Context: an optimization exercise on an open-source flow, tuned for small area. The choices shown serve that exercise and are no tape-out recipe. Only simulation tests tie the RTL to the original design; equivalence was not proved. The flow treats the clock pin as an ideal source. Dropping or thinning the clock tree relies on that and would not hold on a real chip. Power and IR drop assume default switching activity.

red:
Design dm_cache, start of the top module:
module dm_cache (
    input                       clk,
    input                       resetn,
    input                       write,
    input                       select,
    input  [INDEX_LENGTH-1:0]   index,
    input  [TAG_LENGTH-1:0]     tag_in,
    input  [CACHE_LINE_SIZE-1:0] mem_write,
    input  [CACHE_LINE_SIZE-1:0] mem_read,
    output logic [CACHE_LINE_SIZE-1:0] dout,
    output logic [TAG_LENGTH-1:0]     tag_out,
    output logic                      valid_out
    );
Size: about 4,000 cells after synthesis, about 1,500 flip-flops, ~51,000 um2 of cells after synthesis.
clock: 6.0 ns
lec_check: 0
cap_margin: 20
core_margin: 2
core_utilization: 70
cts_buf_list: sky130_fd_sc_hd__clkbuf_16
cts_cluster_diameter: 60
cts_cluster_size: 25
place_density: 0.75
slew_margin: 20
synth_hierarchical: 1
synth_minimum_keep_size: 0
run.sh (not shown) runs the stock make flow with config.mk's settings and CLKGATE_MAP_FILE= SYNTH_SCRIPT=/design/flow/synth_recipe.tcl, a recipe that flattens the netlist after the stock synthesis.
> inputs changed (red -> blue)
Settings: CTS_CLUSTER_SIZE: 25 -> unset; CTS_BUF_LIST: sky130_fd_sc_hd__clkbuf_16 -> unset; CTS_CLUSTER_DIAMETER: 60 -> unset; CORE_UTILIZATION: 70 -> 60; PLACE_DENSITY: 0.75 -> unset.
Notes after the runs:
blue finished every step from synthesis to the final layout, and the layout passed the timing, design-rule and antenna checks. [compare] base=red new=blue: length of routed met2 wiring held; power went up 17%. Against red, blue reports a number of rows created at floorplan that is higher. On post-route cell area: between red and blue, it ends up higher for blue. Critical path depth (lower): blue. In blue relative to red, wire length had gone up slightly. Die height, red and blue: higher on blue. In the tables for red and blue, setup slack reads lower with red. Summary — filler-free cell count of the finished design, blue relative to red: higher, by 349.
--- input diff blue..green ---
Settings: a change of CORE_UTILIZATION from 60 to 70; an added PLACE_DENSITY of 0.75.
==> flow/flow/run.sh (new file) <==
#!/bin/bash
# The standard layout (standard.sh: the standard flow's synthesis and ORFS flow), with two changes:
#  - port buffers use the smallest buffer cell instead of clkdlybuf4s50_1;
#  - the clock tree uses clkbuf_16 only, larger sink clusters and no dummy loads.
# make's full output goes to finish.log; each ORFS step keeps its own log under orfs/logs/.
set -euo pipefail
B=sky130_fd_sc_hd__clkbuf
bash standard.sh finish \
  "BUFFER_PORTS_ARGS=-buffer_cell sky130_fd_sc_hd__buf_1" \
  "CTS_ARGS=-sink_clustering_enable -repair_clock_nets -dont_use_dummy_load -sink_clustering_size 25 -sink_clustering_max_diameter 60 -buf_list ${B}_16" \
  > finish.log 2>&1
==> flow/standard.sh (new file) <==
#!/bin/bash
# synth_recipe.tcl (not shown) runs the flow's synth.tcl, then flattens the netlist and writes it again
# the make line also repeats each setting of config.mk as NAME=value (left out here)
make -C /OpenROAD-flow-scripts/flow DESIGN_CONFIG=/design/flow/config.mk WORK_HOME=/design/flow/orfs CLKGATE_MAP_FILE= SYNTH_SCRIPT=/design/flow/synth_recipe.tcl "${@:-finish}"
removed: flow/run.sh
Results
- Worst setup slack after layout: green vs blue up 0.59 ns
- Going from blue to green, synthesis-to-layout area growth shrinks by 7.2 points.
- Per the comparison of green with blue, average vias per placed instance increased by 8.8% relative to the old numbers, combinational power barely changed, final weighted congestion of routability-driven global placement climbed about 1.1%, part of the power in combinational logic shows an increase of 1.1 points.
- Relative to blue, the total length of routed wires measured on green has decreased by a few percent.
- In green the critical-path maximum fanout turned out 20 lower than in blue.
- The standard cells in green occupy less silicon area than those in blue do.
- Placeable core region, green and blue, higher one = blue.
- Insertion delay to the later sink of the worst-skew pair ends up lower on green.


dm_cache, a different RTL version from the one above (not shown whole).
Size: ~4100 cells after synthesis, roughly 1500 flip-flops, about 71 I/O pins.
clock: 6.0 ns
lec_check: 0
cap_margin: 20
core_margin: 2
core_utilization: 78
place_density: 0.82
slew_margin: 20
synth_hierarchical: 1
synth_minimum_keep_size: 0
standard.sh (not shown) runs the stock make flow with config.mk's settings and CLKGATE_MAP_FILE= SYNTH_SCRIPT=/design/flow/synth_recipe.tcl, a recipe that flattens the netlist after the stock synthesis.
==> flow/flow/run.sh <==
#!/bin/bash
# The standard layout (standard.sh: the standard flow's synthesis and ORFS flow), with two changes:
#  - port buffers use the smallest buffer cell instead of clkdlybuf4s50_1;
#  - the clock tree is built by flow/clock_tree.tcl (a balanced three-stage tree over a
#    recursive bisection of the registers' placement) in place of TritonCTS.
# make's full output goes to finish.log; each ORFS step keeps its own log under orfs/logs/.
set -euo pipefail
here=$(pwd)
bash standard.sh finish \
  "BUFFER_PORTS_ARGS=-buffer_cell sky130_fd_sc_hd__buf_1" \
  "PRE_CTS_TCL=$here/flow/clock_tree.tcl" \
  > finish.log 2>&1
Other scripts of this flow, unchanged in this note and not shown: flow/flow/clock_tree.tcl
The first run completed without violations.
Rerun with:
CORE_UTILIZATION = 70   (was 78)
PLACE_DENSITY = 0.75   (was 0.82)
Result: The changed run completed without violations. Die area rose by roughly a tenth. Global-route usage fell by 5.2 points. Synthesized cell count stays the same. Routed wire length fell slightly. Total power barely changes. Critical path depth fell by 2. Final cell count rose by a few percent. Register-to-register slack is worse by 0.03 ns. Setup slack is worse by 0.16 ns.
In every run of this note, the design's own scripts or RTL, not TritonCTS, make the clock network.

## static timing again, ports no longer ideal
How much do the figures lean on ideal ports? The routed layouts below were timed once more, with nothing changed but the port constraints.
Step 1 (the two cells are an assumption about what drives the block):
set clk [get_ports {clk}]
set_driving_cell -lib_cell sky130_fd_sc_hd__clkbuf_16 $clk
set_driving_cell -lib_cell sky130_fd_sc_hd__buf_2 [delete_from_list [all_inputs] $clk]
Step 2, shift: input delay + t, output delay - t, t = (earliest + latest rising clock arrival at the registers) / 2. This alone moves slack from input paths to output paths.
Slacks: ideal ports / drivers / drivers and shift; pairs: ideal ports / drivers.
run | t (ns) | slack for setup (ns) | worst hold slack (ns) | worst data-port slew with drivers (ns) | pins driven straight from the clock port
red | 0.748 | 0.854 / 0.905 / 0.156 | 0.463 / 0.463 / 0.463 | 0.11 | 1
blue | 0.831 | 1.011 / 0.924 / 0.093 | 0.455 / 0.455 / 0.455 | 0.17 | 1
green | 0.718 | 1.597 / 1.558 / 0.841 | 0.458 / 0.458 / 0.458 | 0.13 | 1
the first run of note 2 | 0.585 | 1.511 / 1.574 / 0.989 | 0.464 / 0.464 / 0.464 | 0.04 | 1
the second run of note 2 | 0.579 | 1.346 / 1.412 / 0.833 | 0.466 / 0.466 / 0.466 | 0.05 | 1
After both steps setup and hold are still met in every run listed. For blue, which loses most, drivers alone change the setup slack by -0.087 ns; drivers and shift together by -0.918 ns.
